Source: an optimization exercise on an open RTL-to-GDS flow (aim: small area, a short achievable clock period and few clock cycles per item). Production flows keep margins and buffers that such runs may drop.
Only simulation tests tie the RTL to the original design; equivalence was not proved.

Setup of oak:
## simple_generic_matrix_mult
module simple_generic_matrix_mult #(
    parameter integer M = 3,
    parameter integer N = 3,
    parameter integer P = 3,
    parameter integer DATA_WIDTH = 8
)(
    input  wire clk,
    input  wire rst,
    input  wire start,
    input  wire signed [DATA_WIDTH-1:0] a_in,
    input  wire [$clog2(M*N)-1:0] a_addr,
    input  wire a_wen,
    input  wire signed [DATA_WIDTH-1:0] b_in,
    input  wire [$clog2(N*P)-1:0] b_addr,
    input  wire b_wen,
    output reg [2*DATA_WIDTH-1:0] c_out,
    output reg c_valid,
    output reg done
);
Settings: LEC_CHECK=0, ABC_CLOCK_PERIOD_IN_PS=3000, CAP_MARGIN=20, CORE_MARGIN=2, CORE_UTILIZATION=70, CTS_BUF_LIST=sky130_fd_sc_hd__clkbuf_8, CTS_CLUSTER_DIAMETER=60, CTS_CLUSTER_SIZE=14, SLEW_MARGIN=20, SYNTH_HIERARCHICAL=1, SYNTH_MINIMUM_KEEP_SIZE=0; clock period 10.0 ns.
standard.sh (not shown) runs the stock make flow with config.mk's settings and CLKGATE_MAP_FILE= SYNTH_SCRIPT=/design/flow/synth_recipe.tcl, a recipe that flattens the netlist after the stock synthesis.
==> flow/flow/run.sh <==
#!/bin/bash
set -euo pipefail
bash standard.sh SETUP_SLACK_MARGIN=7.1 "BUFFER_PORTS_ARGS=-buffer_cell sky130_fd_sc_hd__buf_2" finish > standard_flow.log 2>&1
Testbench counts of oak, summed over its fixed seeds: cycles 30,400, items 14,400.
Here is what was changed in the inputs of pine compared with oak.
# oak
export LEC_CHECK = 0
export ABC_CLOCK_PERIOD_IN_PS = 3000
export CAP_MARGIN = 20
export CORE_MARGIN = 2
export CORE_UTILIZATION = 70
export CTS_BUF_LIST = sky130_fd_sc_hd__clkbuf_8
export CTS_CLUSTER_DIAMETER = 60
export CTS_CLUSTER_SIZE = 14
export SLEW_MARGIN = 20
export SYNTH_HIERARCHICAL = 1
export SYNTH_MINIMUM_KEEP_SIZE = 0
create_clock -name core_clock -period 10.0 [get_ports {clk}]
# pine
export LEC_CHECK = 0
export ABC_CLOCK_PERIOD_IN_PS = 3000
export CAP_MARGIN = 20
export CORE_MARGIN = 2
export CORE_UTILIZATION = 70
export CTS_BUF_LIST = sky130_fd_sc_hd__clkbuf_8 sky130_fd_sc_hd__clkbuf_16
export CTS_CLUSTER_DIAMETER = 60
export CTS_CLUSTER_SIZE = 14
export SLEW_MARGIN = 20
export SYNTH_HIERARCHICAL = 1
export SYNTH_MINIMUM_KEEP_SIZE = 0
create_clock -name core_clock -period 10.0 [get_ports {clk}]
==> flow/flow/run.sh <==
#!/bin/bash
set -euo pipefail
bash standard.sh SETUP_SLACK_MARGIN=7 "BUFFER_PORTS_ARGS=-buffer_cell sky130_fd_sc_hd__buf_2" finish > standard_flow.log 2>&1
Results
On pine: HPWL after detailed placement is about 0.7% lower than what oak gave.
Diff oak..pine | post-synthesis instance total | unchanged
Between oak and pine, the sum of routed wire length over all layers is lower for pine.
Per the comparison of pine with oak, cell count went down 7, multi-input logic cell count comparable, multi-input logic portion of the cell area -0.23 points.
Cell area after placement essentially unchanged between pine and oak.
pine vs oak — global router's overall resource usage dropped 0.16 points.
## Diff of input files: birch against pine
# pine
export LEC_CHECK = 0
export ABC_CLOCK_PERIOD_IN_PS = 3000
export CAP_MARGIN = 20
export CORE_MARGIN = 2
export CORE_UTILIZATION = 70
export CTS_BUF_LIST = sky130_fd_sc_hd__clkbuf_8 sky130_fd_sc_hd__clkbuf_16
export CTS_CLUSTER_DIAMETER = 60
export CTS_CLUSTER_SIZE = 14
export SLEW_MARGIN = 20
export SYNTH_HIERARCHICAL = 1
export SYNTH_MINIMUM_KEEP_SIZE = 0
create_clock -name core_clock -period 10.0 [get_ports {clk}]
# birch
export LEC_CHECK = 0
export ABC_CLOCK_PERIOD_IN_PS = 3000
export CAP_MARGIN = 20
export CORE_MARGIN = 2
export CORE_UTILIZATION = 70
export CTS_BUF_LIST = sky130_fd_sc_hd__clkbuf_8
export CTS_CLUSTER_DIAMETER = 60
export CTS_CLUSTER_SIZE = 14
export SLEW_MARGIN = 20
export SYNTH_HIERARCHICAL = 1
export SYNTH_MINIMUM_KEEP_SIZE = 0
create_clock -name core_clock -period 10.0 [get_ports {clk}]
==> flow/flow/run.sh <==
#!/bin/bash
set -euo pipefail
bash standard.sh SETUP_SLACK_MARGIN=6.9 "BUFFER_PORTS_ARGS=-buffer_cell sky130_fd_sc_hd__buf_2" finish > standard_flow.log 2>&1
Notes after the runs:
- Per the comparison of birch with pine, area of combinational cells with multiple inputs has decreased.
- Clock slew seen by the registers of the worst setup and hold paths ends up lower on pine.
- Going from pine to birch, multi-input logic cell count held steady, clock skew grew by 3.0 ps, setup slack shrank by 110 ps, met1 routing resource usage after global routing shrank by 1.8 points.
- Clock period minus worst slack ended up 110 ps higher on birch than on pine.
- Met3 demand-to-capacity share in global routing: birch vs pine, no meaningful difference
- birch closes out successfully: all stages finished, all timing, DRC and antenna checks passed.
## Diff of input files: maple against birch
# birch
export LEC_CHECK = 0
export ABC_CLOCK_PERIOD_IN_PS = 3000
export CAP_MARGIN = 20
export CORE_MARGIN = 2
export CORE_UTILIZATION = 70
export CTS_BUF_LIST = sky130_fd_sc_hd__clkbuf_8
export CTS_CLUSTER_DIAMETER = 60
export CTS_CLUSTER_SIZE = 14
export SLEW_MARGIN = 20
export SYNTH_HIERARCHICAL = 1
export SYNTH_MINIMUM_KEEP_SIZE = 0
create_clock -name core_clock -period 10.0 [get_ports {clk}]
# maple
export LEC_CHECK = 0
export ABC_CLOCK_PERIOD_IN_PS = 3000
export CAP_MARGIN = 20
export CORE_MARGIN = 2
export CORE_UTILIZATION = 80
export CTS_BUF_LIST = sky130_fd_sc_hd__clkbuf_8
export CTS_CLUSTER_DIAMETER = 60
export CTS_CLUSTER_SIZE = 14
export SLEW_MARGIN = 20
export SYNTH_HIERARCHICAL = 1
export SYNTH_MINIMUM_KEEP_SIZE = 0
create_clock -name core_clock -period 10.0 [get_ports {clk}]
==> flow/flow/run.sh <==
#!/bin/bash
set -euo pipefail
bash standard.sh SETUP_SLACK_MARGIN=7 "BUFFER_PORTS_ARGS=-buffer_cell sky130_fd_sc_hd__buf_2" finish > standard_flow.log 2>&1
Findings:
- maple: done, clean on timing, DRC and antenna
- Area growth from synthesis to layout: maple higher than birch
- Compared with birch, maple ends up with more cell area.
- Post-route minimum period is higher on maple
- Cell type of the slowest stage on the worst timing path: fa_2 -> maple, nor3_2 -> birch
- Taking birch as 1.0, maple lands at 0.938 on number of placement rows.
- Maximum number of pins on one net before global-route repair delta for maple relative to birch: about 12% higher

========
v1:
Starting RTL as in the previous note.
==> flow/design.v (excerpt) <==
module simple_generic_matrix_mult #(
    parameter integer M = 3,
    parameter integer N = 3,
    parameter integer P = 3,
    parameter integer DATA_WIDTH = 8
)(
    input  wire clk,
    input  wire rst,
    input  wire start,
    input  wire signed [DATA_WIDTH-1:0] a_in,
    input  wire [$clog2(M*N)-1:0] a_addr,
    input  wire a_wen,
    input  wire signed [DATA_WIDTH-1:0] b_in,
    input  wire [$clog2(N*P)-1:0] b_addr,
    input  wire b_wen,
    output reg [2*DATA_WIDTH-1:0] c_out,
    output reg c_valid,
    output reg done
);
Settings: LEC_CHECK=0, ABC_CLOCK_PERIOD_IN_PS=3000, CAP_MARGIN=20, CORE_MARGIN=2, CORE_UTILIZATION=70, CTS_BUF_LIST=sky130_fd_sc_hd__clkbuf_8, CTS_CLUSTER_DIAMETER=60, CTS_CLUSTER_SIZE=14, SLEW_MARGIN=20, SYNTH_HIERARCHICAL=1, SYNTH_MINIMUM_KEEP_SIZE=0; clock period 10.0 ns.
==> flow/flow/run.sh <==
#!/bin/bash
set -euo pipefail
bash standard.sh SETUP_SLACK_MARGIN=6.8 "BUFFER_PORTS_ARGS=-buffer_cell sky130_fd_sc_hd__buf_2" finish > standard_flow.log 2>&1
Testbench counts of v1, summed over its fixed seeds: cycles 30,400, items 14,400.
#### Input delta (v2 over v1)
Settings: a change of CTS_CLUSTER_DIAMETER from 60 to 80; a change of CTS_CLUSTER_SIZE from 14 to 24; a change of CTS_BUF_LIST from sky130_fd_sc_hd__clkbuf_8 to sky130_fd_sc_hd__clkbuf_16.
==> flow/flow/run.sh <==
#!/bin/bash
set -euo pipefail
bash standard.sh SETUP_SLACK_MARGIN=7 "BUFFER_PORTS_ARGS=-buffer_cell sky130_fd_sc_hd__buf_2" finish > standard_flow.log 2>&1
### Flow results
[v2] area growth from synthesis to final layout rose 3.0 points relative to v1.
The following lists how v15 was set up differently from v2:
Settings: CTS_BUF_LIST: sky130_fd_sc_hd__clkbuf_16 -> sky130_fd_sc_hd__clkbuf_8; CTS_CLUSTER_DIAMETER: 80 -> 60; CTS_CLUSTER_SIZE: 24 -> 14.
--- outcome ---
- Going from v2 to v15, maximum clock rate shrinks by 0.91%.
- Comparing time the worst path needs with I/O delays and setup for v2 and v15, the smaller number came from v2.
- Delta (v15 minus v2): first-pass GRT wire length decreased by 1.2% relative to the old numbers, non-clock buffer count fell 9.
- Wire length in v15 vs v2: down about 1.3%
- Taking v2 as the reference, in v15 final standard cell area without fillers down about 1%; synthesis-to-finish area growth went down; sequential share of layout area now sits higher.

========
simple_generic_matrix_mult, a different RTL version from the one above (not shown whole).
For scale: ~1100 cells after synthesis, about 210 flip-flops, about 47 I/O pins, ~0.012 mm2 of cells after synthesis.
// simple_generic_matrix_mult
module simple_generic_matrix_mult #(
    parameter integer M = 3,
    parameter integer N = 3,
    parameter integer P = 3,
    parameter integer DATA_WIDTH = 8
)(
    input  wire clk,
    input  wire rst,
    input  wire start,
    input  wire signed [DATA_WIDTH-1:0] a_in,
    input  wire [$clog2(M*N)-1:0] a_addr,
    input  wire a_wen,
    input  wire signed [DATA_WIDTH-1:0] b_in,
    input  wire [$clog2(N*P)-1:0] b_addr,
    input  wire b_wen,
    output reg [2*DATA_WIDTH-1:0] c_out,
    output reg c_valid,
    output reg done
);
Settings: LEC_CHECK=0, ABC_CLOCK_PERIOD_IN_PS=1500, CAP_MARGIN=20, CORE_MARGIN=2, CORE_UTILIZATION=40, CTS_BUF_LIST=sky130_fd_sc_hd__clkbuf_8, CTS_CLUSTER_DIAMETER=60, CTS_CLUSTER_SIZE=14, SLEW_MARGIN=20, SYNTH_HIERARCHICAL=1, SYNTH_MINIMUM_KEEP_SIZE=0; clock period 10.0 ns.
==> flow/flow/run.sh <==
#!/bin/bash
set -euo pipefail
bash standard.sh SETUP_SLACK_MARGIN=7 finish > standard_flow.log 2>&1
The baseline finished with timing, DRC and antenna clean.
Testbench counts at the start, summed over its fixed seeds: cycles 30,400, items 14,400.
==> next run, changes <==
- ABC_CLOCK_PERIOD_IN_PS: 1500 -> 3000
- CORE_UTILIZATION: 40 -> 70
Effect: First-iteration DRC count increases by 54%. Count of clock-buffer cells in the layout went down by 3.
==> next run, changes <==
==> flow/flow/run.sh (replaced) <==
#!/bin/bash
set -euo pipefail
bash standard.sh SETUP_SLACK_MARGIN=7.15 finish > standard_flow.log 2>&1
Final cell count came out higher slightly.
Routed wire length came out higher by roughly a tenth.
Critical path depth is unchanged.
Final area came out higher by a few percent.
Synthesized area stays the same.
==> next run, changes <==
==> flow/flow/run.sh (replaced) <==
#!/bin/bash
set -euo pipefail
bash standard.sh SETUP_SLACK_MARGIN=7 finish > standard_flow.log 2>&1
- CORE_UTILIZATION: 70 -> 60
=>
- The new run completed without violations
- first-iteration DRC count went down by 27%
- non-clock buffer count went down by 15
- design area went down by 2.2%
- global-route usage shrinks by 5.0 points
- die area went up by 16%
- via count fell by 7.5%
- synthesized area does not change
- worst setup slack stays flat
- routed wire length is lower by 7.5%

========
Setup of run A:
Another version of the RTL of simple_generic_matrix_mult (not shown whole).
Size in the first run: roughly 970 cells after synthesis, roughly 210 flip-flops, roughly 47 I/O pins.
==> flow/config.mk <==
export PLATFORM = sky130hd
export DESIGN_NAME = simple_generic_matrix_mult
export DESIGN_NICKNAME = simple_generic_matrix_mult
export VERILOG_FILES = /design/flow/design.v
export SDC_FILE = /design/flow/constraint.sdc
export NUM_CORES = 4
export LEC_CHECK = 0
export ABC_CLOCK_PERIOD_IN_PS = 3000
export CAP_MARGIN = 20
export CORE_MARGIN = 2
export CORE_UTILIZATION = 40
export CTS_BUF_LIST = sky130_fd_sc_hd__clkbuf_16
export CTS_CLUSTER_DIAMETER = 80
export CTS_CLUSTER_SIZE = 28
export SLEW_MARGIN = 20
export SYNTH_HIERARCHICAL = 1
export SYNTH_MINIMUM_KEEP_SIZE = 0
==> flow/constraint.sdc <==
create_clock -name core_clock -period 10.0 [get_ports {clk}]
set_input_delay 2.0000 -clock core_clock [delete_from_list [all_inputs] [get_ports {clk}]]
set_output_delay 2.0000 -clock core_clock [all_outputs]
set_load 0.01 [all_outputs]
==> flow/flow/run.sh <==
#!/bin/bash
set -euo pipefail
bash standard.sh SETUP_SLACK_MARGIN=7 finish > standard_flow.log 2>&1
Run A finished end to end and its layout was clean on timing, DRC and antenna.
Testbench counts of run A, summed over its fixed seeds: cycles 30,400, items 14,400.
Relative to run A, the following input files were edited for run B:
Settings: CTS_BUF_LIST changed from sky130_fd_sc_hd__clkbuf_16 to sky130_fd_sc_hd__clkbuf_8; CTS_CLUSTER_DIAMETER changed from 80 to 60; CTS_CLUSTER_SIZE changed from 28 to 18.
Results
Quantity of I/O buffers inserted on ports: run A vs run B identical
Comparing run A and run B, the lower post-route minimum period is on run A.
As far as via count of the first global-routing pass is concerned, run A and run B perform about the same.
Taking run B over run A, the post-CTS setup-driven buffer insertion count ratio works out to 0.73.
Comparing run A and run B, the higher met3 track demand over resource in global routing is on run B.

========
Setup of job 8572:
Starting RTL as in the previous note.
export LEC_CHECK = 0
export ABC_CLOCK_PERIOD_IN_PS = 3000
export CAP_MARGIN = 20
export CORE_MARGIN = 2
export CORE_UTILIZATION = 40
export CTS_BUF_LIST = sky130_fd_sc_hd__clkbuf_8
export SLEW_MARGIN = 20
export SYNTH_HIERARCHICAL = 1
export SYNTH_MINIMUM_KEEP_SIZE = 0
create_clock -name core_clock -period 10.0 [get_ports {clk}]
Scripts as last shown in full above: flow/flow/run.sh
Job 8572 finished every stage and its layout cleared the timing, design-rule and antenna checks.
Testbench counts of job 8572, summed over its fixed seeds: cycles 30,400, items 14,400.
Setup changes, job 8572 to job 4711
- CTS_BUF_LIST now sky130_fd_sc_hd__clkbuf_4, was sky130_fd_sc_hd__clkbuf_8
[summary]
Of job 4711 and job 8572, the higher layout buffering overhead excluding clock cells belongs to job 8572. Total standard cell area after synthesis: job 8572 vs job 4711 identical. Delta (job 4711 minus job 8572): via count higher, fraction of layout cells with a size suffix above 1 higher. In the reports for job 4711 and job 8572, the larger met3 routed wirelength belongs to job 8572. Compared with job 8572, in job 4711 wire length of the first global-routing pass now sits at about the same level, data arrival time of the critical path now sits higher, final critical path time including I/O delays and setup now sits higher. The final reports for job 4711 and job 8572 show diode insertion count for antenna repair higher in the former.

-- separate check: timing with driven ports --
How much do the figures lean on ideal ports? The routed layouts below were timed once more, with nothing changed but the port constraints. Step 1 sets driving cells, clkbuf_16 on the clock port and buf_2 on the other inputs (assumed; they add their load-dependent delay and slew). Step 2 moves the port delays by t, midway between the first and last clock arrival at a register: inputs arrive t later, outputs are due t later. That takes back most of the time a late clock gives input paths. Three values: ideal ports, drivers, drivers and shift; two values: the first two.
run	t, ns	slack for setup (ns)	clock arrival spread, ns	worst data-port slew with drivers (ns)	cell pins on the clock port's net
oak	0.565	6.957 / 6.914 / 6.575	0.025 / 0.024	0.04	1
pine	0.540	7.009 / 6.970 / 6.488	0.010 / 0.009	0.03	1
birch	0.563	6.902 / 6.923 / 6.360	0.012 / 0.012	0.03	1
maple	0.591	6.839 / 6.839 / 6.479	0.019 / 0.019	0.04	1
v1	0.565	6.834 / 6.856 / 6.292	0.023 / 0.023	0.03	1
v2	0.533	6.990 / 6.969 / 6.482	0.021 / 0.022	0.03	1
v15	0.589	6.962 / 6.919 / 6.440	0.013 / 0.013	0.03	1
the first run of note 3	0.597	6.831 / 6.831 / 6.486	0.040 / 0.039	0.05	1
the second run of note 3	0.571	6.910 / 6.910 / 6.461	0.015 / 0.015	0.03	1
the third run of note 3	0.569	6.898 / 6.898 / 6.430	0.041 / 0.041	0.07	1
the fourth run of note 3	0.570	6.900 / 6.900 / 6.459	0.028 / 0.028	0.03	1
run A	0.537	6.958 / 6.928 / 6.473	0.038 / 0.038	0.05	1
run B	0.595	6.947 / 6.900 / 6.451	0.028 / 0.029	0.04	1
job 8572	0.595	6.940 / 6.893 / 6.484	0.038 / 0.039	0.05	1
job 4711	0.693	6.813 / 6.771 / 6.277	0.084 / 0.084	0.04	1
After both steps every run listed still meets setup and hold.
